Source: an optimization exercise on an open RTL-to-GDS flow (aim: small area, a short achievable clock period and few clock cycles). Production flows keep margins and buffers that such runs may drop.
No functional check of the RTL was part of any run shown here.
Power and IR drop assume default switching activity.

==> flow/design.v, too long to show whole: its modules and the start of the top module <==
// module accelerator: 1791 lines
// module day12_fa: 10 lines
// module day12_ha: 9 lines
// module day12_top: 27 lines
module day12_top #(
    parameter MAX_REGION_W = 64,
    parameter MAX_REGION_H = 64
) (
    input  wire clk,
    input  wire rst_n,
    input  wire in_valid,
    input  wire [31:0] in_data,
    output wire in_ready,
    output wire out_valid,
    output wire [31:0] out_data,
    input  wire out_ready
);
  // ...
==> flow/run.sh <==
#!/bin/bash
# synth_recipe.tcl (not shown) runs the flow's synth.tcl, then flattens the netlist and writes it again
# the make line also repeats each setting of config.mk as NAME=value (left out here)
make -C /OpenROAD-flow-scripts/flow DESIGN_CONFIG=/design/flow/config.mk WORK_HOME=/design/flow/orfs CLKGATE_MAP_FILE= SYNTH_SCRIPT=/design/flow/synth_recipe.tcl finish
==> flow/config.mk <==
export PLATFORM = sky130hd
export DESIGN_NAME = day12_top
export DESIGN_NICKNAME = day12_top
export VERILOG_FILES = /design/flow/design.v
export SDC_FILE = /design/flow/constraint.sdc
export NUM_CORES = 4
export LEC_CHECK = 0
export CAP_MARGIN = 20
export CORE_MARGIN = 2
export CORE_UTILIZATION = 70
export CTS_BUF_LIST = sky130_fd_sc_hd__clkbuf_4
export SLEW_MARGIN = 20
export SYNTH_HIERARCHICAL = 1
==> flow/constraint.sdc <==
create_clock -name core_clock -period 14.5 [get_ports {clk}]
set_input_delay 2.9000 -clock core_clock [delete_from_list [all_inputs] [get_ports {clk}]]
set_output_delay 2.9000 -clock core_clock [all_outputs]
set_load 0.01 [all_outputs]
==> impl_table.tex, run 1 <==
\begin{tabular}{lr}
\hline
Metric & Value \\
\hline
\multicolumn{2}{l}{\textbf{Run status}} \\
Result of the run & finished clean \\
\multicolumn{2}{l}{\textbf{Detailed routing}} \\
Met1 wire length & 18.7 mm \\
Total vias in the final route & 13000 \\
Number of nets still failing antenna checks after routing & 0 \\
\multicolumn{2}{l}{\textbf{Worst setup path}} \\
Critical Path Source & accel.r\_wh \\
Library cell appearing most often on the critical path & sky130\_fd\_sc\_hd\_\_fa\_1 \\
Kind of end point of the critical path & register \\
\multicolumn{2}{l}{\textbf{Timing}} \\
Final critical path time including I/O delays and setup & 5.20 ns \\
Highest attainable clock frequency & 192 MHz \\
Worst-case clock skew & 0.0361 ns \\
Setup repair after global routing missed its margin & no \\
Number of hold violations in the final report & 0 \\
Total count of max-transition violations in the final report & 0 \\
\multicolumn{2}{l}{\textbf{Final layout}} \\
Non-filler cells in the finished layout & approximately 2100 \\
FF+latch area & 5230 um2 \\
Finished Core Util & between 70\% and 80\% \\
FFs \& Latches & between 200 and 300 \\
Top library cells by usage in the layout, fill and taps aside & 277 x sky130\_fd\_sc\_hd\_\_nor2b\_1, 254 x sky130\_fd\_sc\_hd\_\_dfxtp\_1, 250 x sky130\_fd\_sc\_hd\_\_fa\_1 \\
\multicolumn{2}{l}{\textbf{Synth}} \\
Async set or reset register ratio after synthesis & 0\% \\
Combinational family with the most area after synthesis & adder cells \\
Main flop type after synthesis & sky130\_fd\_sc\_hd\_\_dfxtp\_1 \\
Largest area contributor in the netlist & sky130\_fd\_sc\_hd\_\_dfxtp\_1 \\
Synth Area in Adders & 32.7\% \\
Number of synthesized register bits & 259 \\
\multicolumn{2}{l}{\textbf{Die}} \\
DIE AREA & roughly 27000 um2 \\
Die Span Y & 163 um \\
\multicolumn{2}{l}{\textbf{Pwr}} \\
Part of the power in the clock network & between 40 and 50\% \\
Int Pwr & 0.00118 W \\
\multicolumn{2}{l}{\textbf{Min path}} \\
Hold worst-path end & accel.ovalid \\
Worst min-delay path category & register to register \\
\multicolumn{2}{l}{\textbf{Place}} \\
Post-Place Cells & just under 2000 \\
\hline
\end{tabular}
==> inputs of run 2 (changes only) <==
--- a/flow/design.v
+++ b/flow/design.v
@@ -22,16 +22,17 @@
 reg  [6:0]  wl;            
 reg  [15:0] rleft;         
 reg  [1:0]  rsub;          
 reg         busy;          
 reg         ovalid;
 reg  [15:0] count;
 reg  [7:0]  cells [0:7];
 reg  [31:0] r_data;
+reg  [31:0] r_a;           
 reg         r_v;
 reg         r_wh, r_q1, r_q2, r_end;
 wire accept = in_valid & ~busy;
 assign in_ready  = ~busy;
 assign out_valid = ovalid;
 assign out_data  = {16'd0, count};
 wire [7:0] rhc = r_data[23:16];
 wire       r_ns_zero = (r_data[15:0] == 16'd0);
@@ -101,18 +102,22 @@
         PH_HDR:   end_if = in_ns_zero & in_nr_zero;
         PH_SHDR:  end_if = in_hc_zero & n_last_shape & n_rl_zero;
         PH_SDATA: end_if = (nxt_wl == 7'd1) & n_last_shape & n_rl_zero;
         default:  end_if = (nxt_rsub == 2'd2) & n_rl_one;
     endcase
 end
 wire t_end = accept & end_if;
 integer i;
+wire [31:0] a_in = ({32{t_wh}} & {in_data[7:0], in_data[15:8], in_data[31:24], in_data[23:16]})
+                 | ({32{t_q1}} & {cells[3], cells[2], cells[1], cells[0]})
+                 | ({32{t_q2}} & {cells[7], cells[6], cells[5], cells[4]});
 always @(posedge clk) begin
     r_data <= in_data;
+    r_a    <= a_in;
     phase <= nxt_phase;
     idx   <= nxt_idx;
     sleft <= nxt_sleft;
     wl    <= nxt_wl;
     rleft <= nxt_rleft;
     rsub  <= nxt_rsub;
     if (r_v && phase == PH_SHDR)
         cells[idx] <= rhc;
@@ -132,20 +137,20 @@
             busy <= 1'b0;
     end
 end
 wire wh = r_wh;
 wire [7:0] by0 = r_data[7:0];
 wire [7:0] by1 = r_data[15:8];
 wire [7:0] by2 = r_data[23:16];
 wire [7:0] by3 = r_data[31:24];
-wire [7:0] a0 = ({8{wh}} & by2) | ({8{r_q1}} & cells[0]) | ({8{r_q2}} & cells[4]);
-wire [7:0] a1 = ({8{wh}} & by3) | ({8{r_q1}} & cells[1]) | ({8{r_q2}} & cells[5]);
-wire [7:0] a2 = ({8{wh}} & by1) | ({8{r_q1}} & cells[2]) | ({8{r_q2}} & cells[6]);
-wire [7:0] a3 = ({8{wh}} & by0) | ({8{r_q1}} & cells[3]) | ({8{r_q2}} & cells[7]);
+wire [7:0] a0 = r_a[7:0];
+wire [7:0] a1 = r_a[15:8];
+wire [7:0] a2 = r_a[23:16];
+wire [7:0] a3 = r_a[31:24];
 wire [7:0] b0 = by0;
 wire [7:0] b1q = by1 & {8{~wh}};
 wire [7:0] b1w = by1 & {8{wh}};
 wire [7:0] b2 = by2;
 wire [7:0] b3 = by3;
 wire pp1;
 wire pp2;
 wire pp3;
==> flow/config.mk (replaced) <==
export PLATFORM = sky130hd
export DESIGN_NAME = day12_top
export DESIGN_NICKNAME = day12_top
export VERILOG_FILES = /design/flow/design.v
export SDC_FILE = /design/flow/constraint.sdc
export NUM_CORES = 4
export LEC_CHECK = 0
export CAP_MARGIN = 20
export CORE_MARGIN = 2
export CORE_UTILIZATION = 60
export SLEW_MARGIN = 20
export SYNTH_HIERARCHICAL = 1
==> run 2 against run 1 <==
Still clean. Non-clock buffer count down 26. Flip-flop and latch count up 31. First-iteration DRC count down 28%. Register-to-register slack better by 0.72 ns. Count of clock-buffer cells in the layout down 44. Routed wire length up 2.4%. Largest power group unchanged. Highest routed layer unchanged.
==> impl_table.tex, run 2 <==
\begin{tabular}{lr}
\hline
Metric & Value \\
\hline
\multicolumn{2}{l}{\textbf{Run status}} \\
Result of the run & finished clean (unchanged) \\
\multicolumn{2}{l}{\textbf{Final layout}} \\
Post-route cell area & 20400 um2 (was 19500 um2) \\
Count of inserted antenna diode cells & 0 (was 3) \\
Non-filler cells in the finished layout & 2239 (was 2095) \\
Largest registers ranked by flip-flop count & accel.cells x64, accel.r\_a x32, accel.r\_data x32 (was accel.cells x64, accel.r\_data x32, accel.acc x20) \\
Register with the highest flop count & accel.cells (unchanged) \\
Most common cell after layout, fill and taps aside & sky130\_fd\_sc\_hd\_\_dfxtp\_1 (was sky130\_fd\_sc\_hd\_\_nor2b\_1) \\
Fraction of layout cells with a size suffix above 1 & 5.53\% (was 10.6\%) \\
Flip-flop count of the largest register after layout & 64 (unchanged) \\
P\&R area growth vs syn & 10.3\% (was 9.98\%) \\
Top library cells by usage in the layout, fill and taps aside & 285 x sky130\_fd\_sc\_hd\_\_dfxtp\_1, 270 x sky130\_fd\_sc\_hd\_\_and2\_1, 250 x sky130\_fd\_sc\_hd\_\_fa\_1 (was 277 x sky130\_fd\_sc\_hd\_\_nor2b\_1, 254 x sky130\_fd\_sc\_hd\_\_dfxtp\_1, 250 x sky130\_fd\_sc\_hd\_\_fa\_1) \\
Number of nets in the layout & 2166 (was 2066) \\
Filler cells & 2458 (was 1682) \\
\multicolumn{2}{l}{\textbf{Synth}} \\
Number of synthesized register bits & 290 (was 259) \\
Async set or reset register ratio after synthesis & 0\% (unchanged) \\
Post-Synthesis Cell Area & 18500 um2 (was 17700 um2) \\
Main flop type after synthesis & sky130\_fd\_sc\_hd\_\_dfxtp\_1 (unchanged) \\
Portion of the post-synthesis area used by sequential elements & 31.5\% (was 29.5\%) \\
Largest area contributor in the netlist & sky130\_fd\_sc\_hd\_\_dfxtp\_1 (unchanged) \\
Synth Instances & 1790 (was 1645) \\
Ys Warns & 7 (unchanged) \\
Most used standard cell by instance count after synthesis & sky130\_fd\_sc\_hd\_\_dfxtp\_1 (was sky130\_fd\_sc\_hd\_\_nor2b\_1) \\
Post-synth EDFFs & 4 (unchanged) \\
Main area contributors after synthesis & sky130\_fd\_sc\_hd\_\_dfxtp\_1 31\%, sky130\_fd\_sc\_hd\_\_fa\_1 27\%, sky130\_fd\_sc\_hd\_\_and2\_1 9.1\% (was sky130\_fd\_sc\_hd\_\_dfxtp\_1 29\%, sky130\_fd\_sc\_hd\_\_fa\_1 28\%, sky130\_fd\_sc\_hd\_\_nor2b\_1 9.8\%) \\
Synth top cells by count & 286 x sky130\_fd\_sc\_hd\_\_dfxtp\_1, 270 x sky130\_fd\_sc\_hd\_\_and2\_1, 250 x sky130\_fd\_sc\_hd\_\_fa\_1, 172 x sky130\_fd\_sc\_hd\_\_nor2\_1, 117 x sky130\_fd\_sc\_hd\_\_nand2\_1 (was 277 x sky130\_fd\_sc\_hd\_\_nor2b\_1, 255 x sky130\_fd\_sc\_hd\_\_dfxtp\_1, 250 x sky130\_fd\_sc\_hd\_\_fa\_1, 140 x sky130\_fd\_sc\_hd\_\_nor2\_1, 82 x sky130\_fd\_sc\_hd\_\_clkbuf\_1) \\
Area share of the largest cell type after synthesis & 30.9\% (was 28.9\%) \\
Number of library cell types mapped by synthesis & 70 (was 82) \\
Per-instance average area after synthesis & 10.4 um2 (was 10.8 um2) \\
\multicolumn{2}{l}{\textbf{CTS}} \\
Setup Buffers After CTS & 0 (unchanged) \\
Resize count post-CTS & 0 (unchanged) \\
H-tree lvl count & 2 (was 3) \\
Clock tree root buffer cell & sky130\_fd\_sc\_hd\_\_clkbuf\_16 (was sky130\_fd\_sc\_hd\_\_clkbuf\_4) \\
TritonCTS clock tree & done (unchanged) \\
Clock insertion delay at the later pin of the skew report & 0.53 ns (was 0.69 ns) \\
Clock transition at the registers of the reported paths & 0.06 ns (was 0.07 ns) \\
Number of clock sinks & 290 (was 259) \\
Num CTS Buffers & 34 (was 69) \\
Max clock buf depth & 3 (unchanged) \\
Hold-fix buffers, CTS & 0 (unchanged) \\
\multicolumn{2}{l}{\textbf{Detailed routing}} \\
DRC marker count from the first detailed-route iteration & 970 (was 1348) \\
Length of the first detailed-routing pass in iterations & 6 (was 9) \\
Number of nets still failing antenna checks after routing & 0 (unchanged) \\
Average detailed-routed wire length per instance & 22.0 um (was 22.9 um) \\
Total vias in the final route & 13000 (about the same) \\
Number of remaining DRC errors & 0 (unchanged) \\
Vias/cell & 5.79 (was 6.21) \\
Total wirelength of the detailed-routed design & 49.2 mm (was 48.0 mm) \\
\multicolumn{2}{l}{\textbf{Die}} \\
Die Span Y & 180 um (was 163 um) \\
Die width & 180 um (was 163 um) \\
Number of cell rows & 64 (was 58) \\
Core area & 30500 um2 (was 25000 um2) \\
Number of top-level design ports & 70 (unchanged) \\
DIE AREA & 32300 um2 (was 26600 um2) \\
Effective utilization at floorplan & 60.8\% (was 70.8\%) \\
\multicolumn{2}{l}{\textbf{Worst setup path}} \\
R2R Setup Slk & 10.02 ns (was 9.30 ns) \\
Launching element type of the critical path & primary input (was register) \\
Data required time at the worst endpoint & 14.96 ns (was 15.04 ns) \\
Critical path fanouts, max & 3 (was 87) \\
Kind of end point of the critical path & register (unchanged) \\
Critical path arrival & 5.34 ns (was 5.74 ns) \\
WS Path Type & primary input to register (was register to register) \\
\multicolumn{2}{l}{\textbf{Global route}} \\
Via count of the first global-routing pass & 13500 (was 13700) \\
Global-route wire length before repair & 76.4 mm (was 74.2 mm) \\
Global routing usage summed across all routing layers & 30.7\% (was 37.1\%) \\
Antenna violations before repair & 0 (was 2) \\
Largest net degree at the start of global routing & 69 (was 88) \\
Total global routing overflow & 0 (unchanged) \\
\multicolumn{2}{l}{\textbf{Place}} \\
Detailed placement HPWL & 36.0 mm (was 34.3 mm) \\
Worst slack after detailed placement & 9.13 ns (was 9.42 ns) \\
Buffers on Ports & 53 (unchanged) \\
Post-Place Cells & 2177 (was 1976) \\
Routability congestion estimate & 0.880 (was 0.918) \\
Area after detailed placement & 19300 um2 (was 18500 um2) \\
\multicolumn{2}{l}{\textbf{Job}} \\
MaxCap Viol Count & 0 (unchanged) \\
\multicolumn{2}{l}{\textbf{Timing}} \\
Setup violators final & 0 (unchanged) \\
Highest attainable clock frequency & 205 MHz (was 192 MHz) \\
Final critical path time including I/O delays and setup & 4.89 ns (was 5.20 ns) \\
Final Cycle Share & 33.7\% (was 35.8\%) \\
TNS Setup & 0 ns (unchanged) \\
Crit path setup slack, layout & 9.61 ns (was 9.30 ns) \\
Worst-case clock skew & 0.0315 ns (was 0.0361 ns) \\
Worst hold slack & 0.438 ns (was 0.450 ns) \\
Total count of max-transition violations in the final report & 0 (unchanged) \\
Slew @ Worst Pin & 1.05 ns (was 1.20 ns) \\
Number of hold violations in the final report & 0 (unchanged) \\
Relative slew margins & 29.8\% (was 20.0\%) \\
Setup repair after global routing missed its margin & no (unchanged) \\
\multicolumn{2}{l}{\textbf{Pwr}} \\
Leakage dissipation & 9.59 nW (was 8.69 nW) \\
Power share of the sequential group & 46.5\% (was 48.3\%) \\
Int Pwr & 0.00138 W (was 0.00118 W) \\
Part of the power in the clock network & 45.4\% (was 43.2\%) \\
Net Sw Frac & 25.4\% (was 26.7\%) \\
Switching power summed over all nets & 0.000469 W (was 0.000428 W) \\
Max IR drop VDD & 0.000112 V (was 0.000105 V) \\
Power Dens Cells & 90.4 nW/um2 (was 82.5 nW/um2) \\
Share of power burned in combinational logic & 8.0\% (was 8.5\%) \\
\multicolumn{2}{l}{\textbf{Min path}} \\
Worst min-delay path category & register to register (unchanged) \\
\hline
\end{tabular}
-- run 2: final timing paths --
| kind | from | endpoint | depth (start not counted) |
|---|---|---|---|
| worst max-delay path | in_data[23] | accel.r_end | 7 |
| worst min register to register | accel.f_end | accel.ovalid | 2 |
| worst max register to register | accel.r_data[23] | accel.r_end | 14 |
| worst min-delay path | accel.f_end | accel.ovalid | 2 |
-- run 2: power groups by stage --
stage,Sequential (W),Clock (W),Combinational [W]
floorplan,0.000861,0,0.000106
finish,0.000860,0.000840,0.000149
CTS,0.000859,0.000849,0.000148
global route,0.000864,0.000880,0.000166
detailed placement,0.000876,0,0.000148
global placement,0.000876,0,0.000145
-- run 2: final cells by class --
cell class	count	area [um2]	share of cell area, %
timing repair buffer	71	673	3.29
multi-input combinational	1390	12200	59.8
clock inverter	15	150	0.734
sequential	290	5850	28.6
clock buffer	46	946	4.63
inverter	31	116	0.569
tap	396	495	2.42
-- run 2: stage by stage --
step,total power [W],utilization (%)
after floorplan,0.000966,-
after global placement,0.00102,63.4
after detailed placement,0.00102,63.4
after CTS,0.00186,67.0
after global routing,0.00191,67.0
final,0.00185,67.0
-- run 2: logic make-up (layout without fill, tap and decap cells) --
kind of cell,after synthesis,in the layout,synth area share (%)
adders and majority gates,312,312,31.2
buffers and inverters,125,163,2.90
DFF,290,290,31.5
other,1,16,0.0202
and+or+nand+nor,721,721,20.5
xor gates and xnor gates,53,53,2.50
muxes,84,84,4.65
AOI/OAI and AO/OA,204,204,6.74
-- run 2: worst max-delay path, cell delays in order --
cell,delay [ns]
sky130_fd_sc_hd__clkdlybuf4s50_1,0.45
sky130_fd_sc_hd__nor4_1,0.47
sky130_fd_sc_hd__a21oi_1,0.12
sky130_fd_sc_hd__or3b_2,0.47
sky130_fd_sc_hd__or4_1,0.53
sky130_fd_sc_hd__o31ai_2,0.22
sky130_fd_sc_hd__and3_1,0.20
-- run 2: per-layer routing --
metal / wire length (um) / up-vias / share of wire (%) / track usage, %
met1: 20400 / 6508 / 42 / 40.2
met4: 2440 / 0 / 5.0 / 13.7
met3: 2740 / 120 / 5.6 / 4.34
met5: 0 / - / 0 / 0
li1: - / 5934 / - / -
met2: 23600 / 409 / 48 / 51.2
-- run 2: modules after synthesis (local to each module, per instance), excerpt --
module | cells inside | times used | cell area, um2
day12_ha | 1 | 24 | 12.5
day12_fa | 1 | 249 | 20.0

==> re-timing with driven ports <==
How much do the figures lean on ideal ports? The routed layouts below were timed once more, with nothing changed but the port constraints. Step 1 (the two cells are an assumption about what drives the block):
set clk [get_ports {clk}]
set_driving_cell -lib_cell sky130_fd_sc_hd__clkbuf_16 $clk
set_driving_cell -lib_cell sky130_fd_sc_hd__buf_2 [delete_from_list [all_inputs] $clk]
Step 2 moves the port delays by t, midway between the first and last clock arrival at a register: inputs arrive t later, outputs are due t later. That takes back most of the time a late clock gives input paths. Three values: no drivers, after step 1, after step 2; two values: the first two.
run	t (ns)	setup slack, ns	worst register clock-pin slew, ns	worst slew at a driven data input, ns
run 1	0.720	9.303 / 9.303 / 9.303	0.08 / 0.08	0.04
run 2	0.567	9.614 / 9.642 / 9.075	0.06 / 0.06	0.03
After both steps setup and hold are still met in every run listed. For run 2, which loses most, drivers alone change the setup slack by +0.028 ns; drivers and shift together by -0.539 ns.
